Background: an optimization exercise with open tools, aiming at small area, a short achievable clock period and few clock cycles per item. Do not read the settings as production practice. Function was checked by simulation only, so behaviour that the tests miss may differ from the original.

// gcd
module gcd(opa, opb, start, resetn, clk, result, done);
input wire [31:0] opa;
input wire [31:0] opb;
input wire start, resetn;
input wire clk;
output wire [31:0] result;
output wire done;
reg  [31:0] A, B;
reg  [4:0]  k;
reg         flag;        
reg         rest;        
reg         sc;          
reg         ys;          
reg         run_reg;
reg         done_reg;
reg         start_reg;
reg         first;       
wire done_now;
assign result = B;
assign done   = done_reg | done_now;
wire init  = start & ~start_reg & (~run_reg | done_now);
wire [31:0] X = sc ? 32'd0 : A;
wire [31:0] Y = ys ? B : 32'd0;
wire [31:0] xy_d;       
wire        xy_gt;      
wire        xy_same;    
absdiff ad0 (.x(X), .y(Y), .d(xy_d), .gt(xy_gt), .eq(xy_same));
wire [3:0] xl = X[4:1] ^ Y[4:1];
wire force1 = sc & (flag | ~A[0]);
wire s1 = ~force1 & ~xl[0] & (xl[1] | ~xl[2]);    
wire s2 = ~force1 & ~xl[0] & ~xl[1];              
wire [31:0] st1 = s1 ? {2'b0, xy_d[31:2]} : {1'b0, xy_d[31:1]};
wire [31:0] nA  = s2 ? {2'b0, st1[31:2]} : st1;
wire nA0 = force1 ? B[1] : (|xl);           
wire swap   = sc | ~(xy_gt | xy_same);
wire finish = run_reg & ~rest & ~flag & xy_same;    
wire k1     = (k == 5'd1);
wire kz     = (k == 5'd0);
assign done_now = finish & ~sc & kz & ~first;
wire nflag = ~flag & ~A[0] & ~B[0];
wire nsc   = nflag | (sc & ~A[0]);
always @(posedge clk) begin
    if (init)
        A <= opa;
    else
        A <= nA;
end
wire b_ld   = init;
wire b_sh   = ~init & run_reg & (rest | (finish & ~sc & ~kz));
wire b_sw   = ~init & run_reg & ~(rest | (finish & ~sc & ~kz)) & swap;
wire b_hold = ~(b_ld | b_sh | b_sw);
wire [31:0] nB = ({32{b_ld}} & opb) | ({32{b_sh}} & {B[30:0], 1'b0}) |
                 ({32{b_sw}} & A) | ({32{b_hold}} & B);
always @(posedge clk)
    B <= nB;
always @(posedge clk) begin
    if (init) begin
        k    <= 5'd0;
        flag <= 1'b0;
        sc   <= ~opb[0];
        ys   <= ~opb[0] | opa[0];
    end else begin
        if (rest | finish) begin
            k    <= k - 5'd1;
        end else begin
            if (flag) k <= k + 5'd1;
            flag <= nflag;
        end
        sc <= nsc;
        ys <= nsc | nA0;
    end
end
  ...
Size in the first run: ~1000 cells after synthesis, roughly 100 I/O pins, roughly 0.0061 mm² of cells after synthesis.
Settings: LEC_CHECK=0, ABC_AREA=1, CAP_MARGIN=20, CORE_MARGIN=2, CORE_UTILIZATION=40, CTS_BUF_LIST=sky130_fd_sc_hd__clkbuf_4 sky130_fd_sc_hd__clkbuf_8, SETUP_SLACK_MARGIN=0.5, SLEW_MARGIN=20; clock period 4.0 ns.
standard.sh (not shown) runs the stock make flow with config.mk's settings and CLKGATE_MAP_FILE= SYNTH_SCRIPT=/design/flow/synth_recipe.tcl, a recipe that flattens the netlist after the stock synthesis.
==> flow/flow/run.sh <==
#!/bin/bash
set -e
export BUFFER_PORTS_ARGS="-buffer_cell sky130_fd_sc_hd__buf_1"
export CTS_ARGS="-sink_clustering_enable -repair_clock_nets -buf_list {sky130_fd_sc_hd__clkbuf_4 sky130_fd_sc_hd__clkbuf_8} -dont_use_dummy_load"
bash standard.sh MATCH_CELL_FOOTPRINT=0 finish > standard.log 2>&1
The first run finished with timing, DRC and antenna clean.
Testbench counts at the start, summed over its fixed seeds: cycles 169,285, items 8,000.
Next try:
==> flow/flow/run.sh (replaced) <==
#!/bin/bash
set -e
export BUFFER_PORTS_ARGS="-buffer_cell sky130_fd_sc_hd__buf_1"
export CTS_ARGS="-sink_clustering_enable -repair_clock_nets -buf_list {sky130_fd_sc_hd__clkbuf_4 sky130_fd_sc_hd__clkbuf_8} -dont_use_dummy_load"
bash standard.sh > standard.log 2>&1
Settings changed: CORE_UTILIZATION 40 to 35.
What happened:
- critical path depth came out higher by 2
- cell count rises by 3.5%
- non-clock buffer count increases by 5
Next try:
Settings changed: CORE_UTILIZATION 35 to 40, CTS_BUF_LIST sky130_fd_sc_hd__clkbuf_4 sky130_fd_sc_hd__clkbuf_8 to default, GPL_ROUTABILITY_DRIVEN from default to 0.
- The changed run ran to the end with no violations
- count of clock-buffer cells in the layout does not change
- critical path depth is lower by 2
- design area drops slightly
- clock skew hardly moves
- cell count goes down by a few percent
- global-route usage increases by 1.2 points

---

gcd again, from the RTL that the note above started with.
Settings: LEC_CHECK=0, ABC_AREA=1, CAP_MARGIN=20, CORE_MARGIN=2, CORE_UTILIZATION=40, CTS_BUF_LIST=sky130_fd_sc_hd__clkbuf_4 sky130_fd_sc_hd__clkbuf_8, SETUP_SLACK_MARGIN=0.55, SLEW_MARGIN=20; clock period 4.0 ns.
==> flow/flow/run.sh <==
#!/bin/bash
set -e
export BUFFER_PORTS_ARGS="-buffer_cell sky130_fd_sc_hd__buf_1"
export CTS_ARGS="-sink_clustering_enable -repair_clock_nets -buf_list {sky130_fd_sc_hd__clkbuf_4 sky130_fd_sc_hd__clkbuf_8} -dont_use_dummy_load"
bash standard.sh > standard.log 2>&1
Testbench counts at the start, summed over its fixed seeds: cycles 169,285, items 8,000.
==> next run, changes <==
SETUP_SLACK_MARGIN = 0.45   (was 0.55)
=>
- The new run went through all stages and came out clean
- worst hold slack stays flat
- die area is unchanged
- global-route usage barely changes
- worst setup slack stays flat
- final cell count drops by 0.54%
- first-iteration DRC count came out lower by 10%
- cell area goes down by 2.3%

---

Another version of the RTL of gcd (not shown whole).
For scale: roughly 1,000 cells after synthesis, ~100 I/O pins.
==> flow/design.v (excerpt) <==
module gcd(opa, opb, start, resetn, clk, result, done);
input wire [31:0] opa;
input wire [31:0] opb;
input wire start, resetn;
input wire clk;
output wire [31:0] result;
output wire done;
reg  [31:0] A, B;
reg  [4:0]  k;
reg         flag;        
reg         rest;        
reg         sc;          
reg         ys;          
reg         run_reg;
reg         done_reg;
reg         start_reg;
reg         first;       
wire done_now;
assign result = B;
assign done   = done_reg | done_now;
wire init  = start & ~start_reg & (~run_reg | done_now);
wire [31:0] X = sc ? 32'd0 : A;
wire [31:0] Y = ys ? B : 32'd0;
wire [31:0] xy_d;       
wire        xy_gt;      
wire        xy_same;    
absdiff ad0 (.x(X), .y(Y), .d(xy_d), .gt(xy_gt), .eq(xy_same));
wire [3:0] xl = X[4:1] ^ Y[4:1];
wire force1 = sc & (flag | ~A[0]);
wire s1 = ~force1 & ~xl[0] & (xl[1] | ~xl[2]);    
wire s2 = ~force1 & ~xl[0] & ~xl[1];              
wire [31:0] st1 = s1 ? {2'b0, xy_d[31:2]} : {1'b0, xy_d[31:1]};
wire [31:0] nA  = s2 ? {2'b0, st1[31:2]} : st1;
wire nA0 = force1 ? B[1] : (|xl);           
wire swap   = sc | ~(xy_gt | xy_same);
wire finish = run_reg & ~rest & ~flag & xy_same;    
wire k1     = (k == 5'd1);
wire kz     = (k == 5'd0);
assign done_now = finish & ~sc & kz & ~first;
wire nflag = ~flag & ~A[0] & ~B[0];
wire nsc   = nflag | (sc & ~A[0]);
always @(posedge clk) begin
    if (init)
        A <= opa;
    else
        A <= nA;
end
wire b_ld   = init;
wire b_sh   = ~init & run_reg & (rest | (finish & ~sc & ~kz));
wire b_sw   = ~init & run_reg & ~(rest | (finish & ~sc & ~kz)) & swap;
wire b_hold = ~(b_ld | b_sh | b_sw);
  ...
export LEC_CHECK = 0
export ABC_AREA = 1
export CAP_MARGIN = 20
export CORE_MARGIN = 2
export CORE_UTILIZATION = 40
export CTS_BUF_LIST = sky130_fd_sc_hd__clkbuf_4 sky130_fd_sc_hd__clkbuf_8
export SETUP_SLACK_MARGIN = 0.5
export SLEW_MARGIN = 20
create_clock -name core_clock -period 4.0 [get_ports {clk}]
Scripts as last shown in full above: flow/flow/run.sh
The baseline ran to the end with no violations.
Testbench counts at the start, summed over its fixed seeds: cycles 169,285, items 8,000.
Edit:
==> flow/flow/run.sh (replaced) <==
#!/bin/bash
set -e
export BUFFER_PORTS_ARGS="-buffer_cell sky130_fd_sc_hd__buf_1"
bash standard.sh > standard.log 2>&1
- ABC_AREA: 1 -> 0
- SETUP_SLACK_MARGIN: 0.5 -> 0.4
Outcome:
- The new run finished with timing, DRC and antenna clean
- wire length rises by about 50%
- via count rises by about 22%
- count of clock-buffer cells in the layout rises by 2
- setup slack degrades by 0.27 ns
- cell count rises by 2.8%
Edit:
==> flow/flow/run.sh (replaced) <==
#!/bin/bash
set -e
export BUFFER_PORTS_ARGS="-buffer_cell sky130_fd_sc_hd__buf_1"
export CTS_ARGS="-sink_clustering_enable -repair_clock_nets -buf_list {sky130_fd_sc_hd__clkbuf_4 sky130_fd_sc_hd__clkbuf_8} -dont_use_dummy_load"
bash standard.sh > standard.log 2>&1
- ABC_AREA: 0 -> 1
Effect: Wire length decreases by well over a third. Hold slack gains 0.036 ns. Worst setup slack improved by 0.18 ns. Final area falls by about a fifth. Count of clock-buffer cells in the layout decreases by 2. Global-route usage shrinks by 5.6 points. Cell count fell by a few percent.
Edit:
==> flow/flow/run.sh (replaced) <==
#!/bin/bash
set -e
export BUFFER_PORTS_ARGS="-buffer_cell sky130_fd_sc_hd__buf_1"
bash standard.sh > standard.log 2>&1
- CORE_UTILIZATION: 40 -> 50
Result:
- via count rises by 1.4%
- die area falls by 19%
- cell count falls by about 2.4%

---

gcd, a different RTL version from the one above (not shown whole).
For scale: about 980 cells after synthesis, ~100 I/O pins, roughly 6100 sq um of cells after synthesis.
clock: 4.0 ns
lec_check: 0
abc_area: 1
cap_margin: 20
core_margin: 2
core_utilization: 40
cts_buf_list: sky130_fd_sc_hd__clkbuf_4 sky130_fd_sc_hd__clkbuf_8
setup_slack_margin: 0.4
slew_margin: 20
==> flow/flow/run.sh <==
#!/bin/bash
set -e
export BUFFER_PORTS_ARGS="-buffer_cell sky130_fd_sc_hd__buf_1"
bash standard.sh > standard.log 2>&1
The starting point went through all stages and came out clean.
Testbench counts at the start, summed over its fixed seeds: cycles 169,285, items 8,000.
Edit:
==> flow/flow/run.sh (replaced) <==
#!/bin/bash
set -e
export BUFFER_PORTS_ARGS="-buffer_cell sky130_fd_sc_hd__buf_1"
export CTS_ARGS="-sink_clustering_enable -repair_clock_nets -buf_list {sky130_fd_sc_hd__clkbuf_4 sky130_fd_sc_hd__clkbuf_8} -dont_use_dummy_load"
bash standard.sh > standard.log 2>&1
Settings changed: SETUP_SLACK_MARGIN 0.4 to 0.5.
After rerunning:
- cell area fell by about 0.8%
- area after synthesis is unchanged
- via count hardly moves
- count of clock-buffer cells in the layout fell by 3
- final cell count hardly moves
- routed wire length rose by about 1.7%
- hold slack improves by 0.012 ns
- global-route usage stays flat

---

## v36
The RTL this note starts from:
==> flow/design.v <==
`timescale 1ns/1ps
module gcd(opa, opb, start, resetn, clk, result, done);
input wire [31:0] opa;
input wire [31:0] opb;
input wire start, resetn;
input wire clk;
output wire [31:0] result;
output wire done;
reg  [31:0] A, B;
reg  [4:0]  k;
reg         flag;        
reg         rest;        
reg         sc;          
reg         ys;          
reg         run_reg;
reg         done_reg;
reg         start_reg;
assign result = B;
assign done   = done_reg;
wire init  = start & ~start_reg & ~run_reg;
wire [31:0] X = sc ? 32'd0 : A;
wire [31:0] Y = ys ? B : 32'd0;
wire [31:0] xy_d;       
wire        xy_gt;      
wire        xy_same;    
absdiff ad0 (.x(X), .y(Y), .d(xy_d), .gt(xy_gt), .eq(xy_same));
wire [3:0] xl = X[4:1] ^ Y[4:1];
wire force1 = sc & (flag | ~A[0]);
wire [1:0] sh = force1 ? 2'd0 :
                xl[0] ? 2'd0 :
                xl[1] ? 2'd1 :
                xl[2] ? 2'd2 : 2'd3;
reg  [31:0] nA;
always @(*) begin
    case (sh)
        2'd0: nA = {1'b0, xy_d[31:1]};
        2'd1: nA = {2'b0, xy_d[31:2]};
        2'd2: nA = {3'b0, xy_d[31:3]};
        default: nA = {4'b0, xy_d[31:4]};
    endcase
end
wire nA0 = force1 ? B[1] : (|xl);           
wire swap   = sc | ~(xy_gt | xy_same);
wire finish = run_reg & ~rest & ~flag & xy_same;    
wire k1     = (k == 5'd1);
wire kz     = (k == 5'd0);
wire nflag = ~flag & ~A[0] & ~B[0];
wire nsc   = nflag | (sc & ~A[0]);
always @(posedge clk) begin
    if (init)
        A <= opa;
    else
        A <= nA;
end
always @(posedge clk) begin
    if (init)
        B <= opb;
    else if (run_reg & (rest | (finish & ~sc & ~kz)))
        B <= {B[30:0], 1'b0};
    else if (run_reg & swap)
        B <= A;
end
always @(posedge clk) begin
    if (init) begin
        k    <= 5'd0;
        flag <= 1'b0;
        sc   <= ~opb[0];
        ys   <= ~opb[0] | opa[0];
    end else begin
        if (rest | finish) begin
            k    <= k - 5'd1;
        end else begin
            if (flag) k <= k + 5'd1;
            flag <= nflag;
        end
        sc <= nsc;
        ys <= nsc | nA0;
    end
end
always @(posedge clk or negedge resetn) begin
    if (~resetn) begin
        run_reg   <= 1'b0;
        done_reg  <= 1'b0;
        start_reg <= 1'b0;
        rest      <= 1'b0;
    end else begin
        start_reg <= start;
        if (init) begin
            run_reg  <= 1'b1;
            done_reg <= 1'b0;
            rest     <= 1'b0;
        end else if (run_reg) begin
            if ((finish & (sc | kz | k1)) | (rest & k1)) begin
                run_reg  <= 1'b0;
                done_reg <= 1'b1;
                rest     <= 1'b0;
            end else if (finish) begin
                rest     <= 1'b1;
            end
        end
    end
end
endmodule
module absdiff(x, y, d, gt, eq);
input  [31:0] x, y;
output [31:0] d;
output gt, eq;
wire [31:0] g0 = x & ~y;
wire [31:0] p0 = ~(x ^ y);
wire [31:0] G [0:5];
wire [31:0] P [0:5];
assign G[0] = g0;
assign P[0] = p0;
genvar l, i;
generate
    for (l = 0; l < 5; l = l + 1) begin : lv
        for (i = 0; i < 32; i = i + 1) begin : bt
            if (i & (1 << l)) begin : op
                assign G[l+1][i] = G[l][i] | (P[l][i] & G[l][((i >> l) << l) - 1]);
                assign P[l+1][i] = P[l][i] & P[l][((i >> l) << l) - 1];
            end else begin : pass
                assign G[l+1][i] = G[l][i];
                assign P[l+1][i] = P[l][i];
            end
        end
    end
endgenerate
wire cin = G[5][31];
wire [31:0] c = {G[5][30:0] | (P[5][30:0] & {31{cin}}), cin};
assign d  = p0 ^ c ^ {32{~cin}};
assign gt = cin;
assign eq = P[5][31];
endmodule
==> flow/config.mk <==
export PLATFORM = sky130hd
export DESIGN_NAME = gcd
export DESIGN_NICKNAME = gcd
export VERILOG_FILES = /design/flow/design.v
export SDC_FILE = /design/flow/constraint.sdc
export NUM_CORES = 4
export LEC_CHECK = 0
export ABC_AREA = 1
export CAP_MARGIN = 20
export CORE_MARGIN = 2
export CORE_UTILIZATION = 40
export SLEW_MARGIN = 20
==> flow/constraint.sdc <==
create_clock -name core_clock -period 4.0 [get_ports {clk}]
set_input_delay 0.8000 -clock core_clock [delete_from_list [all_inputs] [get_ports {clk}]]
set_output_delay 0.8000 -clock core_clock [all_outputs]
set_load 0.01 [all_outputs]
==> flow/flow/run.sh <==
#!/bin/bash
set -e
export BUFFER_PORTS_ARGS="-buffer_cell sky130_fd_sc_hd__buf_1"
bash standard.sh > standard.log 2>&1
Both conditions hold for v36: the flow ran to the end and the final layout passed the timing, design-rule and antenna checks.
Testbench counts of v36, summed over its fixed seeds: cycles 174,482, items 8,000.
The inputs of v28 differ from those of v36 as listed below.
- ABC_AREA: 1 -> unset
Notes after the runs:
| maximum clock frequency | higher: v36 |
Per the comparison of v28 with v36, clock-buffer cell count now sits higher; unique cell type count in the Yosys netlist now sits higher.
Going from v36 to v28, setup skew after layout shows no meaningful change; area fraction of clock buffers and clock inverters shows an increase of 0.93 points.
Input changes introduced in v30 (baseline for comparison: v28):
- setting ABC_AREA to 1 for the first time
- changing CORE_UTILIZATION from 40 to 60
Notes after the runs:
Taking v28 as the reference, in v30 number of DRC violations after detailed-routing iteration 0 +11%.
v28 finished end to end and its layout was clean on timing, DRC and antenna.
v30 ran to completion and came out clean on the timing, design-rule and antenna checks.
Delta (v30 minus v28): mean cell area of the mapped netlist saw a decrease; layout-stage area growth over the synthesis result saw a decrease; minimum period implied by the final worst setup slack saw a decrease; routing usage on met1 saw an increase.
diff inputs: v30 => v15
- swapping 60 for 40 in CORE_UTILIZATION
- clearing ABC_AREA, which used to be 1
==> flow/run.sh (new file) <==
#!/bin/bash
# synth_recipe.tcl (not shown) runs the flow's synth.tcl, then flattens the netlist and writes it again
# the make line also repeats each setting of config.mk as NAME=value (left out here)
make -C /OpenROAD-flow-scripts/flow DESIGN_CONFIG=/design/flow/config.mk WORK_HOME=/design/flow/orfs CLKGATE_MAP_FILE= SYNTH_SCRIPT=/design/flow/synth_recipe.tcl finish
removed: flow/flow/run.sh
removed: flow/standard.sh
### Flow results
- Compared with v30, in v15 non-clock buffer count went up by 57, growth of design area from synthesis to finish went up by 20 points.
> inputs changed (v15 -> v35)
- GPL_TIMING_DRIVEN now 0, previously not set
==> flow/flow/run.sh (new file) <==
#!/bin/bash
set -e
export BUFFER_PORTS_ARGS="-buffer_cell sky130_fd_sc_hd__buf_1"
bash standard.sh > standard.log 2>&1
==> flow/standard.sh (new file) <==
#!/bin/bash
# synth_recipe.tcl (not shown) runs the flow's synth.tcl, then flattens the netlist and writes it again
# the make line also repeats each setting of config.mk as NAME=value (left out here)
make -C /OpenROAD-flow-scripts/flow DESIGN_CONFIG=/design/flow/config.mk WORK_HOME=/design/flow/orfs CLKGATE_MAP_FILE= SYNTH_SCRIPT=/design/flow/synth_recipe.tcl "${@:-finish}"
removed: flow/run.sh
Results
- v35 against v15: routability-driven placement congestion ratio shows a reduction of 2.0%, post-placement cell count shows a reduction of 20, average wire per cell in the routed design shows an increase of about 2.6%.
- Lower total routed wirelength among v35 and v15: v15

static timing again, ports no longer ideal:
The results above use ideal ports. As a check the final layouts listed here were re-extracted and re-timed, cells and wires unchanged. Step 1, drivers: a clkbuf_16 drives clk and a buf_2 each remaining input, both assumed. Step 2, shift: input delay + t, output delay - t, t = (earliest + latest rising clock arrival at the registers) / 2. This alone moves slack from input paths to output paths. a / b / c = no drivers / after step 1 / after step 2; a / b = the first two.
| run | shift t [ns] | setup slack, ns | clock arrival spread, ns | worst slew at a driven data input, ns |
|---|---|---|---|---|
| the first run of note 1 | 0.406 | 0.722 / 0.686 / 0.801 | 0.016 / 0.016 | 0.05 |
| the second run of note 1 | 0.411 | 0.697 / 0.658 / 0.770 | 0.014 / 0.014 | 0.04 |
| the third run of note 1 | 0.406 | 0.722 / 0.686 / 0.801 | 0.016 / 0.016 | 0.05 |
| the first run of note 2 | 0.407 | 0.692 / 0.655 / 0.787 | 0.015 / 0.015 | 0.05 |
| the second run of note 2 | 0.405 | 0.691 / 0.655 / 0.783 | 0.015 / 0.016 | 0.05 |
| the first run of note 3 | 0.401 | 0.710 / 0.674 / 0.865 | 0.017 / 0.016 | 0.05 |
| the second run of note 3 | 0.419 | 0.443 / 0.443 / 0.443 | 0.012 / 0.012 | 0.04 |
| the third run of note 3 | 0.399 | 0.626 / 0.590 / 0.781 | 0.017 / 0.017 | 0.04 |
| the fourth run of note 3 | 0.416 | 0.621 / 0.585 / 0.764 | 0.011 / 0.011 | 0.05 |
| the first run of note 4 | 0.415 | 0.650 / 0.613 / 0.746 | 0.015 / 0.015 | 0.05 |
| the second run of note 4 | 0.403 | 0.706 / 0.669 / 0.854 | 0.020 / 0.021 | 0.05 |
| v36 | 0.385 | 0.375 / 0.375 / 0.375 | 0.006 / 0.006 | 0.04 |
| v28 | 0.391 | 0.163 / 0.163 / 0.163 | 0.006 / 0.006 | 0.04 |
| v30 | 0.388 | 0.365 / 0.364 / 0.364 | 0.005 / 0.004 | 0.04 |
| v15 | 0.388 | 0.124 / 0.124 / 0.124 | 0.006 / 0.006 | 0.05 |
| v35 | 0.394 | 0.060 / 0.060 / 0.060 | 0.012 / 0.012 | 0.04 |
After both steps setup and hold are still met in every run listed. The setup slack of v30, which loses most, moves by -0.001 ns with the drivers and by -0.001 ns with both steps.
